This design comes from an exercise in tuning for a short achievable clock period and few clock cycles on the open sky130 flow, not from production work. At most, simulation tests tie the RTL to the original design; equivalence was not proved. Power is estimated from default activity; no workload was simulated.

quartz:
## cpu
module cpu
#(
    parameter ADDR_WIDTH = 16,
    parameter DATA_WIDTH = 16
)
(
    input clk,
    input reset_n,
    input [DATA_WIDTH-1:0] data_in,
    output [ADDR_WIDTH-1:0] addr,
    output [DATA_WIDTH-1:0] data_out,
    output we_n
);
For scale: roughly 1100 cells after synthesis, about 150 flip-flops, ~51 I/O pins, about 0.010 mm^2 of cells after synthesis.
==> flow/config.mk <==
export PLATFORM = sky130hd
export DESIGN_NAME = cpu
export DESIGN_NICKNAME = cpu
export VERILOG_FILES = /design/flow/design.v
export SDC_FILE = /design/flow/constraint.sdc
export NUM_CORES = 4
export LEC_CHECK = 0
export ABC_CLOCK_PERIOD_IN_PS = 2000
export CAP_MARGIN = 20
export CORE_MARGIN = 2
export CORE_UTILIZATION = 40
export SETUP_SLACK_MARGIN = 2.0
export SLEW_MARGIN = 20
==> flow/constraint.sdc <==
create_clock -name core_clock -period 4.0 [get_ports {clk}]
set_input_delay 0.8000 -clock core_clock [delete_from_list [all_inputs] [get_ports {clk}]]
set_output_delay 0.8000 -clock core_clock [all_outputs]
set_load 0.01 [all_outputs]
run.sh (not shown) runs the stock make flow with config.mk's settings and CLKGATE_MAP_FILE= SYNTH_SCRIPT=/design/flow/synth_recipe.tcl, a recipe that flattens the netlist after the stock synthesis.
Testbench counts of quartz, summed over its fixed seeds: cycles 9,108.
--- input diff quartz..sierra ---
- CORE_UTILIZATION changed from 40 to 25
--- outcome ---
- Taking quartz as the reference, in sierra worst setup slack saw an increase; die span in y saw an increase.
- For the buffer count excluding the clock tree in the final layout, sierra came in 5.8% lower than quartz did.
- sierra: area occupied by multi-input gates 0.57% above quartz
- Between sierra and quartz, it is sierra whose global-route usage is lower, by 10 points.
- Of sierra and quartz, it is sierra that has the lower data arrival time of the critical path.
Here is what was changed in the inputs of garnet compared with sierra.
- SETUP_SLACK_MARGIN now 2.2, was 2.0
- TNS_END_PERCENT now 100, previously not set
==> run notes <==
- The area of the multi-input gates of garnet is higher than that of sierra.
- Total iterations of the first detailed-routing run in garnet is 3 below sierra.
- [garnet] via count rose 5.5% relative to sierra
- The run showing the greater wire length of the first global-routing pass is garnet.
- On average cell area after synthesis, garnet and sierra are basically level.

========
cpu, a different RTL version from the one above (not shown whole).
Size in the first run: roughly 1400 cells after synthesis, ~95 flip-flops, about 51 I/O pins.
export LEC_CHECK = 0
export ABC_CLOCK_PERIOD_IN_PS = 1400
export CAP_MARGIN = 20
export CORE_MARGIN = 2
export CORE_UTILIZATION = 25
export SETUP_SLACK_MARGIN = 2.6
export SLEW_MARGIN = 20
create_clock -name core_clock -period 4.0 [get_ports {clk}]
Testbench counts at the start, summed over its fixed seeds: cycles 8,959.
Then changed:
- ABC_CLOCK_PERIOD_IN_PS: 1400 -> 2000
- SETUP_SLACK_MARGIN: 2.6 -> 2.0
The new run finished with timing, DRC and antenna clean.
Final cell count goes down by 3.1%.
Critical path depth is unchanged.
Area after synthesis stays the same.
Clock power goes up by 9.1%.
Die area is unchanged.
Total power goes down by 5.3%.
Setup slack gains 71 ps.
Via count goes down by 2.6%.
Fmax goes up by about 2.7%.
Non-clock buffer count goes down by 64.

========
The RTL this note starts from:
==> flow/design.v <==
`timescale 1ns / 1ps
module cpu
#(
    parameter ADDR_WIDTH = 16,
    parameter DATA_WIDTH = 16
)
(
    input clk,
    input reset_n,
    input [DATA_WIDTH-1:0] data_in,
    output [ADDR_WIDTH-1:0] addr,
    output [DATA_WIDTH-1:0] data_out,
    output we_n
);
function [15:0] inc16(input [15:0] a);
    reg [15:0] c;
    integer i, l;
    begin
        c = a;               
        for (l = 1; l < 16; l = l * 2)
            for (i = 15; i >= 0; i = i - 1)
                if (i >= l) c[i] = c[i] & c[i - l];
        inc16 = a ^ {c[14:0], 1'b1};
    end
endfunction
function [31:0] grp_pg(input [15:0] a, input [15:0] b);
    reg [15:0] g, t, gp, pp;
    integer i;
    begin
        g = a & b;
        t = a ^ b;
        for (i = 0; i < 16; i = i + 1)
            if (i % 4 == 0) begin
                gp[i] = g[i];
                pp[i] = t[i];
            end else if (i % 4 == 1) begin
                gp[i] = g[i] | (t[i] & g[i - 1]);
                pp[i] = t[i] & t[i - 1];
            end else if (i % 4 == 2) begin
                gp[i] = g[i] | (t[i] & g[i - 1]) | (t[i] & t[i - 1] & g[i - 2]);
                pp[i] = t[i] & t[i - 1] & t[i - 2];
            end else begin
                gp[i] = g[i] | (t[i] & g[i - 1]) | (t[i] & t[i - 1] & g[i - 2]) |
                        (t[i] & t[i - 1] & t[i - 2] & g[i - 3]);
                pp[i] = t[i] & t[i - 1] & t[i - 2] & t[i - 3];
            end
        grp_pg = {gp, pp};
    end
endfunction
reg [15:0] A;        
reg [15:0] DO;       
reg        WEN;      
reg [15:0] PC;       
reg [15:0] AC;
reg        E;
reg        ACZ;      
reg [15:0] DT, DOR, GP, PP;   
reg        pend;     
reg sZ, sF, sI, sR, sW, sH;    
reg oAND, oADD, oLDA, oSTA, oBUN, oBSA, oISZ;
reg zskip;           
reg xv;
reg xcla, xcle, xcma, xcme, xcir, xcil, xinc, xspa, xsna, xsza, xsze, xhlt;
assign addr = A;
assign data_out = DO;
assign we_n = WEN;
wire [2:0] op = data_in[14:12];
wire       ib = data_in[15];
wire [11:0] f = data_in[11:0];
wire op7 = (op == 3'd7);
wire rr = op7 & ~ib;
wire zh = ~|f[11:8];
wire zm = ~|f[7:4];
wire zl = ~|f[3:0];
wire [15:0] pc1 = inc16(PC);
wire c1 = GP[3];
wire c2 = GP[7] | (PP[7] & GP[3]);
wire c3 = GP[11] | (PP[11] & GP[7]) | (PP[11] & PP[7] & GP[3]);
wire c4 = GP[15] | (PP[15] & GP[11]) | (PP[15] & PP[11] & GP[7]) |
          (PP[15] & PP[11] & PP[7] & GP[3]);
wire [3:0] cg = {c3, c2, c1, 1'b0};
reg [15:0] cin;
integer ci;
always @(*) begin
    for (ci = 0; ci < 16; ci = ci + 1)
        if (ci % 4 == 0) cin[ci] = cg[ci / 4];
        else             cin[ci] = GP[ci - 1] | (PP[ci - 1] & cg[ci / 4]);
end
wire [16:0] sum = {c4, DT ^ cin};
wire [15:0] ac_now = pend ? sum[15:0] : AC;
wire xskip = (xspa & ~AC[15]) | (xsna & AC[15]) | (xsza & ACZ) | (xsze & ~E);
wire acones = &AC;
wire xacz = xcla | ((xcma | xinc) & acones) | (xcir & ~E & ~|AC[15:1]) |
            (xcil & ~E & ~|AC[14:0]) | (~(xcla | xcma | xcir | xcil | xinc) & ACZ);
wire sumz = &(~(DT ^ {DOR[14:0], 1'b0}));
wire [15:0] xac = ({16{xcma}} & ~AC) |
                  ({16{xcir}} & {E, AC[15:1]}) |
                  ({16{xcil}} & {AC[14:0], E}) |
                  ({16{xinc}} & inc16(AC)) |
                  ({16{~(xcla | xcma | xcir | xcil | xinc)}} & AC);
wire xe = (~(xcle | xcme | xcir | xcil) & E) | (xcme & ~E) | (xcir & AC[0]) | (xcil & AC[15]);
wire drop = xv & (xskip | xhlt);
wire [15:0] ac_st = xv ? xac : ac_now;
wire bund = (op == 3'd4) & ~ib;
wire fgo = sF & ~drop;                      
wire [15:0] fz = {4'd0, f};
wire [15:0] a1 = inc16(A);
wire isk = oISZ & zskip;
wire nA_f    = fgo & ~op7;
wire nA_pc1  = sW & isk;
wire nA_pc   = (sR & ~oISZ) | (sW & ~oBSA & ~isk);
wire nA_a1   = (sF & (op7 | drop)) | (sW & oBSA);
wire nA_hold = (sR & oISZ) | sH;
wire [15:0] A_n = ({16{nA_f}} & fz) | ({16{nA_pc1}} & pc1) | ({16{sI}} & data_in) |
                  ({16{nA_pc}} & PC) | ({16{nA_a1}} & a1) | ({16{nA_hold}} & A);
wire nP_pc1  = sW & isk;
wire nP_a1   = sF | (sW & oBSA);
wire nP_hold = sI | sR | (sW & ~oBSA & ~isk) | sH;
wire [15:0] PC_n = ({16{nP_pc1}} & pc1) | ({16{nP_a1}} & a1) | ({16{nP_hold}} & PC);
wire opR = ~ib & ((op == 3'd0) | (op == 3'd1) | (op == 3'd2) | (op == 3'd6));
wire opW = ~ib & ((op == 3'd3) | (op == 3'd5));
wire sF_n = (sF & (drop ? ~xhlt : (op7 | bund))) | (sI & oBUN) | (sR & ~oISZ) | sW | sZ;
wire sI_n = fgo & ib & ~op7;
wire sR_n = (fgo & opR) | (sI & ~oBUN & ~oSTA & ~oBSA);
wire sW_n = (fgo & opW) | (sI & (oSTA | oBSA)) | (sR & oISZ);
wire sH_n = sH | (sF & drop & xhlt);
wire [15:0] DO_n = sF ? ((op == 3'd3) ? ac_st : a1) :
                   sI ? (oSTA ? AC : PC) :
                   sR ? inc16(data_in) : DO;
wire ac_and = sR & oAND;
wire ac_lda = sR & oLDA;
wire ac_hold = ~pend & ~xv & ~ac_and & ~ac_lda;
wire [15:0] AC_n = ({16{pend}} & sum[15:0]) | ({16{xv}} & xac) |
                   ({16{ac_and}} & (AC & data_in)) | ({16{ac_lda}} & data_in) |
                   ({16{ac_hold}} & AC);
wire ACZ_n = (pend & sumz) | (xv & xacz) | (ac_and & ~|(AC & data_in)) |
             (ac_lda & ~|data_in) | (ac_hold & ACZ);
wire E_n = (pend & sum[16]) | (xv & xe) | (~pend & ~xv & E);
always @(posedge clk or negedge reset_n) begin
    if (!reset_n) begin
        WEN <= 1'b1;
        PC <= 16'd0;
        AC <= 16'd0;
        ACZ <= 1'b1;
        E <= 1'b0;
        DT <= 16'd0;
        DOR <= 16'd0;
        GP <= 16'd0;
        PP <= 16'd0;
        pend <= 1'b0;
        sZ <= 1'b1; sF <= 1'b0; sI <= 1'b0; sR <= 1'b0; sW <= 1'b0; sH <= 1'b0;
        oAND <= 1'b0; oADD <= 1'b0; oLDA <= 1'b0; oSTA <= 1'b0;
        oBUN <= 1'b0; oBSA <= 1'b0; oISZ <= 1'b0;
        zskip <= 1'b0;
        xv <= 1'b0;
        xcla <= 1'b0; xcle <= 1'b0; xcma <= 1'b0; xcme <= 1'b0; xcir <= 1'b0; xcil <= 1'b0;
        xinc <= 1'b0; xspa <= 1'b0; xsna <= 1'b0; xsza <= 1'b0; xsze <= 1'b0; xhlt <= 1'b0;
    end else begin
        PC <= PC_n;
        WEN <= ~sW_n;
        sZ <= 1'b0; sF <= sF_n; sI <= sI_n; sR <= sR_n; sW <= sW_n; sH <= sH_n;
        if (sF) begin
            oAND <= (op == 3'd0);
            oADD <= (op == 3'd1);
            oLDA <= (op == 3'd2);
            oSTA <= (op == 3'd3);
            oBUN <= (op == 3'd4);
            oBSA <= (op == 3'd5);
            oISZ <= (op == 3'd6);
        end
        AC <= AC_n;
        ACZ <= ACZ_n;
        E <= E_n;
        pend <= sR & oADD;
        if (sR) begin
            DT <= AC ^ data_in;
            DOR <= AC | data_in;
            {GP, PP} <= grp_pg(AC, data_in);
            zskip <= &data_in;
        end
        xv <= fgo & op7;
        xcla <= rr & (f[11:8] == 4'h8) & zm & zl;
        xcle <= rr & (f[11:8] == 4'h4) & zm & zl;
        xcma <= rr & (f[11:8] == 4'h2) & zm & zl;
        xcme <= rr & (f[11:8] == 4'h1) & zm & zl;
        xcir <= rr & zh & (f[7:4] == 4'h8) & zl;
        xcil <= rr & zh & (f[7:4] == 4'h4) & zl;
        xinc <= rr & zh & (f[7:4] == 4'h2) & zl;
        xspa <= rr & zh & (f[7:4] == 4'h1) & zl;
        xsna <= rr & zh & zm & (f[3:0] == 4'h8);
        xsza <= rr & zh & zm & (f[3:0] == 4'h4);
        xsze <= rr & zh & zm & (f[3:0] == 4'h2);
        xhlt <= ib | (zh & zm & (f[3:0] == 4'h1));
    end
end
always @(posedge clk) begin
    A <= A_n;
    DO <= DO_n;
end
endmodule
Settings: LEC_CHECK=0, ABC_CLOCK_PERIOD_IN_PS=2000, CAP_MARGIN=20, CORE_MARGIN=2, CORE_UTILIZATION=25, SETUP_SLACK_MARGIN=2.5, SLEW_MARGIN=20; clock period 4.0 ns.
The first run finished with timing, DRC and antenna clean.
Rerun with:
Settings changed: SETUP_SLACK_MARGIN 2.5 to 2.0.
Design area decreases by 17%.
Power goes down by 15%.
Count of clock-buffer cells in the layout is unchanged.
Hold slack improved by 0.064 ns.
Worst setup slack gains 0.13 ns.
No functional check of the RTL was part of any run of this note.

port drivers added, routing unchanged:
How much do the figures lean on ideal ports? The routed layouts below were timed once more, with nothing changed but the port constraints.
Step 1 sets driving cells, clkbuf_16 on the clock port and buf_2 on the other inputs (assumed; they add their load-dependent delay and slew).
Step 2, shift: input delay + t, output delay - t, t = (earliest + latest rising clock arrival at the registers) / 2. This alone moves slack from input paths to output paths.
Three values: no drivers, after step 1, after step 2; two values: the first two.
run	t, ns	setup WS [ns]	latest minus earliest clock arrival (ns)
quartz	0.483	1.893 / 1.880 / 1.396	0.011 / 0.011
sierra	0.479	1.943 / 1.946 / 1.467	0.017 / 0.016
garnet	0.487	1.856 / 1.847 / 1.360	0.011 / 0.010
the first run of note 2	0.422	1.273 / 1.273 / 0.975	0.010 / 0.010
the second run of note 2	0.424	1.344 / 1.344 / 0.941	0.012 / 0.012
the first run of note 3	0.487	1.778 / 1.778 / 1.547	0.008 / 0.007
the second run of note 3	0.484	1.907 / 1.907 / 1.505	0.011 / 0.011
After both steps setup and hold are still met in every run listed. For quartz, which loses most, drivers alone change the setup slack by -0.013 ns; drivers and shift together by -0.497 ns.
